This design comes from an exercise in tuning for small area, a short achievable clock period and few clock cycles per item on the open sky130 flow, not from production work.
Only simulation tests tie the RTL to the original design; equivalence was not proved.

==> flow/design.v <==
module ge #(parameter W = 8, parameter K = 0) (a, b, out);
  input  [W-1:0] a, b;
  output         out;
  function automatic cout16(input [15:0] g, input [15:0] p, input cin);
    reg [15:0] gg, pp;
    integer l, i;
    begin
      gg = g; pp = p;
      for (l = 1; l < 16; l = l * 2)
        for (i = 0; i < 16; i = i + 2 * l) begin
          gg[i+2*l-1] = gg[i+2*l-1] | (pp[i+2*l-1] & gg[i+l-1]);
          pp[i+2*l-1] = pp[i+2*l-1] & pp[i+l-1];
        end
      cout16 = gg[15] | (pp[15] & cin);
    end
  endfunction
  generate
    if (K == 0) begin : k0
      wire [15:0] g = {{(16-W){1'b0}}, a & ~b};
      wire [15:0] p = {{(16-W){1'b1}}, a | ~b};
      assign out = cout16(g, p, 1'b1);
    end else begin : k4
      wire [W-3:0] ah = a[W-1:2], bh = b[W-1:2];
      wire [15:0] g = {{(18-W){1'b0}}, ah & ~bh};
      wire [15:0] p = {{(18-W){1'b1}}, ah | ~bh};
      wire hge = cout16(g, p, 1'b1);
      reg  [W-3:0] t;
      integer n;
      always @(*) begin
        t[0] = 1'b1;
        for (n = 1; n < W-2; n = n + 1) t[n] = t[n-1] & ah[n-1];
      end
      wire inc = &((ah ^ bh) ~^ t);
      wire lge = (a[1] & ~b[1]) | ((a[1] | ~b[1]) & (a[0] | ~b[0]));
      assign out = hge | (inc & lge);
    end
  endgenerate
endmodule
module PE #(parameter J = 1) (
  input        clk,
  input        load,       
  input  [1:0] t_in,       
  input  [1:0] s_port,     
  input        m_load,     
  input  [8:0] v_in,       
  input  [8:0] e_in,       
  input  [8:0] r_in,       
  output [8:0] v_out,
  output [8:0] e_out,
  output [8:0] r_out,
  output [8:0] d_reg,      
  output [8:0] f_reg       
);
  localparam W  = (J <= 1) ? 4 : (J <= 3) ? 5 : (J <= 7) ? 6 : (J <= 15) ? 7 : (J <= 31) ? 8 : 9;
  localparam WI = (J <= 2) ? 4 : (J <= 4) ? 5 : (J <= 8) ? 6 : (J <= 16) ? 7 : (J <= 32) ? 8 : 9;
  reg  [1:0]    s;
  reg  [W-1:0]  d, f, eo, vo;
  reg  [WI-1:0] ro;
  wire [W-1:0]  vi = (J == 1) ? 7 : v_in[W-1:0];
  wire [W-1:0]  e  = (J == 1) ? 0 : e_in[W-1:0];
  wire [WI-1:0] ri = (J == 1) ? 7 : r_in[WI-1:0];
  wire [WI-1:0] vr = (J == 1) ? 7 : v_in[WI-1:0];
  wire c_de, c_df, c_ef, c_e4d, c_e4f, c_f4d, c_f4e, c_r;
  ge #(W, 0) g_de (.a(d), .b(e), .out(c_de));
  ge #(W, 0) g_df (.a(d), .b(f), .out(c_df));
  ge #(W, 0) g_ef (.a(e), .b(f), .out(c_ef));
  ge #(W, 4) g_e4d(.a(e), .b(d), .out(c_e4d));
  ge #(W, 4) g_e4f(.a(e), .b(f), .out(c_e4f));
  ge #(W, 4) g_f4d(.a(f), .b(d), .out(c_f4d));
  ge #(W, 4) g_f4e(.a(f), .b(e), .out(c_f4e));
  ge #(WI, 0) g_r (.a(ri), .b(vr), .out(c_r));
  wire sel_d = c_de & c_df;
  wire sel_e = ~c_de & c_ef;
  wire sel_f = ~c_df & ~c_ef;
  wire [W-1:0] v = ({W{sel_d}} & d) | ({W{sel_e}} & e) | ({W{sel_f}} & f);
  wire [W-1:0] e3 = e - 2'd3;
  wire [W-1:0] f3 = f - 2'd3;
  wire [W-1:0] d7 = d - 3'd7;
  wire [W-1:0] e7 = e - 3'd7;
  wire [W-1:0] f7 = f - 3'd7;
  wire keep_e = c_e4d & c_e4f;
  wire keep_f = c_f4d & c_f4e;
  wire [W-1:0] en = keep_e ? e3 : (c_df ? d7 : f7);
  wire [W-1:0] fn = keep_f ? f3 : (c_de ? d7 : e7);
  wire          m  = (t_in == s);
  wire [W-1:0]  dn = m ? vi + 4'd8 : ((vi > 4'd12) ? vi - 3'd5 : 4'd7);
  wire [WI-1:0] rn = c_r ? ri : vr;
  always @(posedge clk) begin
    if (load) begin
      s <= s_port;
      d <= m_load ? 4'd15 : 4'd7;
      f <= {W{1'b0}};
    end else begin
      d <= dn;
      f <= fn;
    end
    eo <= en;
    vo <= v;
    ro <= rn;
  end
  assign v_out = vo;
  assign e_out = eo;
  assign r_out = ro;
  assign d_reg = d;
  assign f_reg = f;
endmodule
module PE_array #(parameter N = 32) (
  input        clk,
  input        rst,
  input        valid,       
  input  [1:0] data_s,
  input  [1:0] data_t,
  output       act_last,    
  output       done_last,   
  output [8:0] r_last,      
  output [8:0] vin_last,    
  output [8:0] e_last,      
  output [8:0] d_last,      
  output [8:0] f_last       
);
  reg  [N:1] vr;
  wire [N:0] vr_w = {vr, valid};
  reg  [1:0] tp [1:N-1];
  wire [1:0] tw [0:N-1];
  wire [8:0] vw [0:N];
  wire [8:0] ew [0:N];
  wire [8:0] rw [0:N];
  wire [8:0] dr [1:N];
  wire [8:0] fr [1:N];
  assign tw[0] = data_t;
  assign vw[0] = 9'd7;
  assign ew[0] = 9'd0;
  assign rw[0] = 9'd7;
  always @(posedge clk or posedge rst) begin
    if (rst) vr <= {N{1'b0}};
    else     vr <= vr_w[N-1:0];
  end
  reg  [1:0] t1;
  always @(posedge clk) if (valid & ~vr[1]) t1 <= data_t;
  wire m_first = (data_t == data_s);    
  wire m_rest  = (t1 == data_s);
  genvar j;
  generate
    for (j = 1; j <= N-1; j = j + 1) begin : tpipe
      always @(posedge clk) tp[j] <= tw[j-1];
      assign tw[j] = tp[j];
    end
    for (j = 1; j <= N; j = j + 1) begin : pe
      PE #(.J(j)) u (
        .clk(clk),
        .load(vr_w[j-1] & ~vr_w[j]),
        .t_in(tw[j-1]),
        .s_port(data_s),
        .m_load((j == 1) ? m_first : m_rest),
        .v_in(vw[j-1]), .e_in(ew[j-1]), .r_in(rw[j-1]),
        .v_out(vw[j]), .e_out(ew[j]), .r_out(rw[j]),
        .d_reg(dr[j]), .f_reg(fr[j])
      );
    end
  endgenerate
  assign act_last  = vr[N];
  assign done_last = vr[N] & ~vr[N-1];
  assign r_last    = rw[N-1];
  assign vin_last  = vw[N-1];
  assign e_last    = ew[N-1];
  assign d_last    = dr[N];
  assign f_last    = fr[N];
endmodule
module sw(
    clk,
    reset,
    valid,
    data_s,
    data_t,
    finish,
    max
);
input  clk;
input  reset;
input  valid;
input  [1:0] data_t, data_s;
output finish;
output [11:0] max;
parameter PE_LENGTH = 32;
wire       act_last, done_last;
wire [8:0] r_last, vin_last, e_last, d_last, f_last;
PE_array #(.N(PE_LENGTH)) pe_array(
    .clk(clk),
    .rst(reset),
    .valid(valid),
    .data_s(data_s),
    .data_t(data_t),
    .act_last(act_last),
    .done_last(done_last),
    .r_last(r_last),
    .vin_last(vin_last),
    .e_last(e_last),
    .d_last(d_last),
    .f_last(f_last)
);
reg  [8:0] best, best_out;
reg        fin_n, fin;    
wire [8:0] x [0:5];
assign x[0] = best;
assign x[1] = r_last;
assign x[2] = vin_last;
assign x[3] = d_last;
assign x[4] = e_last;
assign x[5] = f_last;
wire [5:0] c [0:5];    
wire [5:0] win;
reg  [8:0] m6, m6u;
genvar gi, gj;
generate
  for (gi = 0; gi < 6; gi = gi + 1) begin : cmp_i
    for (gj = 0; gj < 6; gj = gj + 1) begin : cmp_j
      if (gi < gj) begin : lt
        ge #(9, 0) u (.a(x[gi]), .b(x[gj]), .out(c[gi][gj]));
      end else begin : nlt
        assign c[gi][gj] = 1'b0;
      end
    end
  end
endgenerate
integer i, j;
reg w;
reg [5:0] win_r;
always @(*) begin
  for (i = 0; i < 6; i = i + 1) begin
    w = 1'b1;
    for (j = 0; j < 6; j = j + 1) begin
      if (j > i) w = w & c[i][j];
      if (j < i) w = w & ~c[j][i];
    end
    win_r[i] = w;
  end
  m6 = 9'd0;
  m6u = 9'd0;
  for (i = 0; i < 6; i = i + 1) begin
    m6  = m6  | ({9{win_r[i]}} & x[i]);
    m6u = m6u | ({9{win_r[i]}} & (x[i] - 9'd7));    
  end
end
always @(posedge clk or posedge reset) begin
    if (reset) begin
        best     <= 9'd7;
        fin_n    <= 1'b1;
        fin      <= 1'b0;
    end else begin
        if (act_last) best <= m6;
        fin_n <= ~done_last & fin_n;
        fin   <= done_last | ~fin_n;
    end
end
always @(posedge clk) begin
    best_out <= act_last ? m6u : best - 9'd7;
end
assign finish = fin;
assign max    = {3'd0, best_out};
endmodule
==> flow/config.mk <==
export PLATFORM = sky130hd
export DESIGN_NAME = sw
export DESIGN_NICKNAME = sw
export VERILOG_FILES = /design/flow/design.v
export SDC_FILE = /design/flow/constraint.sdc
export NUM_CORES = 4
export LEC_CHECK = 0
export CAP_MARGIN = 20
export CORE_MARGIN = 2
export CORE_UTILIZATION = 55
export CTS_CLUSTER_DIAMETER = 100
export CTS_CLUSTER_SIZE = 24
export SLEW_MARGIN = 20
==> flow/constraint.sdc <==
create_clock -name core_clock -period 11.0 [get_ports {clk}]
set_input_delay 2.2000 -clock core_clock [delete_from_list [all_inputs] [get_ports {clk}]]
set_output_delay 2.2000 -clock core_clock [all_outputs]
set_load 0.01 [all_outputs]
standard.sh (not shown) runs the stock make flow with config.mk's settings and CLKGATE_MAP_FILE= SYNTH_SCRIPT=/design/flow/synth_recipe.tcl, a recipe that flattens the netlist after the stock synthesis.
==> flow/flow/run.sh <==
#!/bin/bash
# The standard layout, with two changes to how it is optimised (the SDC, and
# so the clock period and I/O constraints, stay as given):
#  - port buffers of a fixed, stronger cell (buffer_ports otherwise picks a
#    slow delay buffer for every port);
#  - timing repair aims for a setup slack margin of 7.6 ns instead of 0, so
#    the resizer works on the paths that set the achieved period.
set -euo pipefail
export BUFFER_PORTS_ARGS="-buffer_cell sky130_fd_sc_hd__buf_4"
export SETUP_SLACK_MARGIN=7.6
bash standard.sh > standard.log 2>&1
The starting point finished clean.
Testbench counts at the start, summed over its fixed seeds: cycles 24,576, jobs 384.
Edit:
--- a/flow/design.v
+++ b/flow/design.v
@@ -35,8 +35,49 @@
       assign out = hge | (inc & lge);
     end
   endgenerate
 endmodule
+module pairc #(parameter W = 8) (a, b, ab, a4b, b4a);
+  input  [W-1:0] a, b;
+  output         ab, a4b, b4a;
+  localparam H = W - 2;
+  wire [H-1:0] ah = a[W-1:2], bh = b[W-1:2];
+  wire [1:0]   al = a[1:0],   bl = b[1:0];
+  reg  gt, eq;
+  reg  [15:0] g, e;
+  integer l, i;
+  always @(*) begin
+    g = 16'd0; e = 16'hffff;
+    for (i = 0; i < H; i = i + 1) begin
+      g[i] = ah[i] & ~bh[i];
+      e[i] = ~(ah[i] ^ bh[i]);
+    end
+    for (l = 1; l < 16; l = l * 2)
+      for (i = 0; i < 16; i = i + 2 * l) begin
+        g[i+2*l-1] = g[i+2*l-1] | (e[i+2*l-1] & g[i+l-1]);
+        e[i+2*l-1] = e[i+2*l-1] & e[i+l-1];
+      end
+    gt = g[15];
+    eq = e[15];
+  end
+  reg [H-1:0] ta, tb;
+  integer n;
+  always @(*) begin
+    ta[0] = 1'b1; tb[0] = 1'b1;
+    for (n = 1; n < H; n = n + 1) begin
+      ta[n] = ta[n-1] & ah[n-1];
+      tb[n] = tb[n-1] & bh[n-1];
+    end
+  end
+  wire [H-1:0] x = ah ^ bh;
+  wire inc_ab = &(x ~^ ta);
+  wire inc_ba = &(x ~^ tb);
+  wire lge = (al[1] & ~bl[1]) | ((al[1] | ~bl[1]) & (al[0] | ~bl[0]));   
+  wire lle = (bl[1] & ~al[1]) | ((bl[1] | ~al[1]) & (bl[0] | ~al[0]));   
+  assign ab  = gt | (eq & lge);
+  assign a4b = gt | eq | (inc_ab & lge);
+  assign b4a = ~gt | (inc_ba & lle);
+endmodule
 module PE #(parameter J = 1) (
   input        clk,
   input        load,       
   input  [1:0] t_in,       
@@ -60,15 +101,12 @@
   wire [W-1:0]  e  = (J == 1) ? 0 : e_in[W-1:0];
   wire [WI-1:0] ri = (J == 1) ? 7 : r_in[WI-1:0];
   wire [WI-1:0] vr = (J == 1) ? 7 : v_in[WI-1:0];
   wire c_de, c_df, c_ef, c_e4d, c_e4f, c_f4d, c_f4e, c_r;
-  ge #(W, 0) g_de (.a(d), .b(e), .out(c_de));
-  ge #(W, 0) g_df (.a(d), .b(f), .out(c_df));
-  ge #(W, 0) g_ef (.a(e), .b(f), .out(c_ef));
-  ge #(W, 4) g_e4d(.a(e), .b(d), .out(c_e4d));
-  ge #(W, 4) g_e4f(.a(e), .b(f), .out(c_e4f));
-  ge #(W, 4) g_f4d(.a(f), .b(d), .out(c_f4d));
-  ge #(W, 4) g_f4e(.a(f), .b(e), .out(c_f4e));
+  wire u_de, u_df;    
+  pairc #(W) p_de (.a(d), .b(e), .ab(c_de), .a4b(u_de), .b4a(c_e4d));
+  pairc #(W) p_df (.a(d), .b(f), .ab(c_df), .a4b(u_df), .b4a(c_f4d));
+  pairc #(W) p_ef (.a(e), .b(f), .ab(c_ef), .a4b(c_e4f), .b4a(c_f4e));
   ge #(WI, 0) g_r (.a(ri), .b(vr), .out(c_r));
   wire sel_d = c_de & c_df;
   wire sel_e = ~c_de & c_ef;
   wire sel_f = ~c_df & ~c_ef;
The new run passed the timing, DRC and antenna checks.
Wire length shrinks by 9.6%.
Sequential share of layout area goes up by 2.5 points.
Critical path depth stays the same.
Setup slack gains 0.11 ns.
Cell count came out lower by 9.3%.
Testbench counts after the change, summed over its fixed seeds: cycles 24,576, jobs 384.

========
sw, a different RTL version from the one above (not shown whole).
Size in the first run: ~14,000 cells after synthesis, roughly 1,300 flip-flops, about 20 I/O pins.
==> module sw, before the edit <==
module sw(
    clk,
    reset,
    valid,
    data_s,
    data_t,
    finish,
    max
);
input  clk;
input  reset;
input  valid;
input  [1:0] data_t, data_s;
output finish;
output [11:0] max;
parameter PE_LENGTH = 32;
wire       act_last, done_last;
wire [8:0] r_last, vin_last, e_last, d_last, f_last;
PE_array #(.N(PE_LENGTH)) pe_array(
    .clk(clk),
    .rst(reset),
    .valid(valid),
    .data_s(data_s),
    .data_t(data_t),
    .act_last(act_last),
    .done_last(done_last),
    .r_last(r_last),
    .vin_last(vin_last),
    .e_last(e_last),
    .d_last(d_last),
    .f_last(f_last)
);
reg  [8:0] best_n, best_out;    
reg        fin;
wire [8:0] x [0:5];
assign x[0] = ~best_n;
assign x[1] = r_last;
assign x[2] = vin_last;
assign x[3] = d_last;
assign x[4] = e_last;
assign x[5] = f_last;
wire [5:0] c [0:5];    
wire [5:0] win;
reg  [8:0] m6;
genvar gi, gj;
generate
  for (gi = 0; gi < 6; gi = gi + 1) begin : cmp_i
    for (gj = 0; gj < 6; gj = gj + 1) begin : cmp_j
      if (gi < gj) begin : lt
        ge #(9, 0) u (.a(x[gi]), .b(x[gj]), .out(c[gi][gj]));
      end else begin : nlt
        assign c[gi][gj] = 1'b0;
      end
    end
  end
endgenerate
integer i, j;
reg w;
reg [5:0] win_r;
always @(*) begin
  for (i = 0; i < 6; i = i + 1) begin
    w = 1'b1;
    for (j = 0; j < 6; j = j + 1) begin
      if (j > i) w = w & c[i][j];
      if (j < i) w = w & ~c[j][i];
    end
    win_r[i] = w;
  end
  m6 = 9'd0;
  for (i = 0; i < 6; i = i + 1)
    m6 = m6 | ({9{win_r[i]}} & x[i]);
end
always @(posedge clk or posedge reset) begin
    if (reset) begin
        best_n   <= 9'h1ff;
        best_out <= 9'd0;
        fin      <= 1'b0;
    end else begin
        if (act_last) begin
            best_n   <= ~m6;
            best_out <= m6;
        end
        if (done_last) fin <= 1'b1;
    end
end
assign finish = fin;
assign max    = {3'd0, best_out};
endmodule
==> flow/config.mk <==
export PLATFORM = sky130hd
export DESIGN_NAME = sw
export DESIGN_NICKNAME = sw
export VERILOG_FILES = /design/flow/design.v
export SDC_FILE = /design/flow/constraint.sdc
export NUM_CORES = 4
export LEC_CHECK = 0
export CAP_MARGIN = 20
export CORE_MARGIN = 2
export CORE_UTILIZATION = 40
export SLEW_MARGIN = 20
==> flow/constraint.sdc <==
create_clock -name core_clock -period 11.0 [get_ports {clk}]
set_input_delay 2.2000 -clock core_clock [delete_from_list [all_inputs] [get_ports {clk}]]
set_output_delay 2.2000 -clock core_clock [all_outputs]
set_load 0.01 [all_outputs]
==> flow/flow/run.sh <==
#!/bin/bash
# The standard layout, with port buffers of a fixed, stronger cell
# (buffer_ports otherwise picks a slow delay buffer for every port).
set -euo pipefail
export BUFFER_PORTS_ARGS="-buffer_cell sky130_fd_sc_hd__buf_4"
bash standard.sh > standard.log 2>&1
The baseline produced a clean layout.
Testbench counts at the start, summed over its fixed seeds: cycles 24,576, jobs 384.
==> next run, changes <==
--- a/flow/design.v
+++ b/flow/design.v
@@ -195,14 +195,14 @@
     .vin_last(vin_last),
     .e_last(e_last),
     .d_last(d_last),
     .f_last(f_last)
 );
-reg  [8:0] best_n, best_out;    
+reg  [8:0] best, best_out;
 reg        fin;
 wire [8:0] x [0:5];
-assign x[0] = ~best_n;
+assign x[0] = best;
 assign x[1] = r_last;
 assign x[2] = vin_last;
 assign x[3] = d_last;
 assign x[4] = e_last;
 assign x[5] = f_last;
@@ -237,16 +237,16 @@
   for (i = 0; i < 6; i = i + 1)
     m6 = m6 | ({9{win_r[i]}} & x[i]);
 end
 always @(posedge clk or posedge reset) begin
     if (reset) begin
-        best_n   <= 9'h1ff;
+        best     <= 9'd0;
         best_out <= 9'd0;
         fin      <= 1'b0;
     end else begin
         if (act_last) begin
-            best_n   <= ~m6;
+            best     <= m6;
             best_out <= m6;
         end
         if (done_last) fin <= 1'b1;
     end
 end
Effect: Clock-buffer cell count increases by 16. Die area decreases by about 1.4%. Final cell count decreases by 1.6%. Non-clock buffer count increases by 1. Critical path depth decreases by 7.
Testbench counts after the change, summed over its fixed seeds: cycles 24,576, jobs 384.

==> port drivers added, routing unchanged <==
In the flow no input, the clock included, has a driving cell. The finished layouts below were timed again as built, in two steps. Step 1, drivers: a clkbuf_16 drives clk and a buf_2 each remaining input, both assumed. Step 2, shift: input delay + t, output delay - t, t = (earliest + latest rising clock arrival at the registers) / 2. This alone moves slack from input paths to output paths. Slacks: ideal ports / drivers / drivers and shift; pairs: ideal ports / drivers.
run | shift t [ns] | setup slack, ns | hold WS [ns] | worst setup path after step 2 | worst slew at a driven data input, ns
the first run of note 1 | 0.815 | 7.472 / 7.383 / 7.194 | 0.358 / 0.358 / 0.358 | input to register | 0.09
the second run of note 1 | 0.799 | 7.587 / 7.490 / 6.992 | 0.358 / 0.358 / 0.358 | input to register | 0.04
the first run of note 2 | 0.921 | 7.290 / 7.290 / 7.048 | 0.356 / 0.356 / 0.356 | input to register | 0.10
the second run of note 2 | 0.908 | 7.098 / 6.997 / 7.133 | 0.360 / 0.360 / 0.360 | input to register | 0.12
After both steps every run listed still meets setup and hold. For the second run of note 1, which loses most, drivers alone change the setup slack by -0.097 ns; drivers and shift together by -0.595 ns.
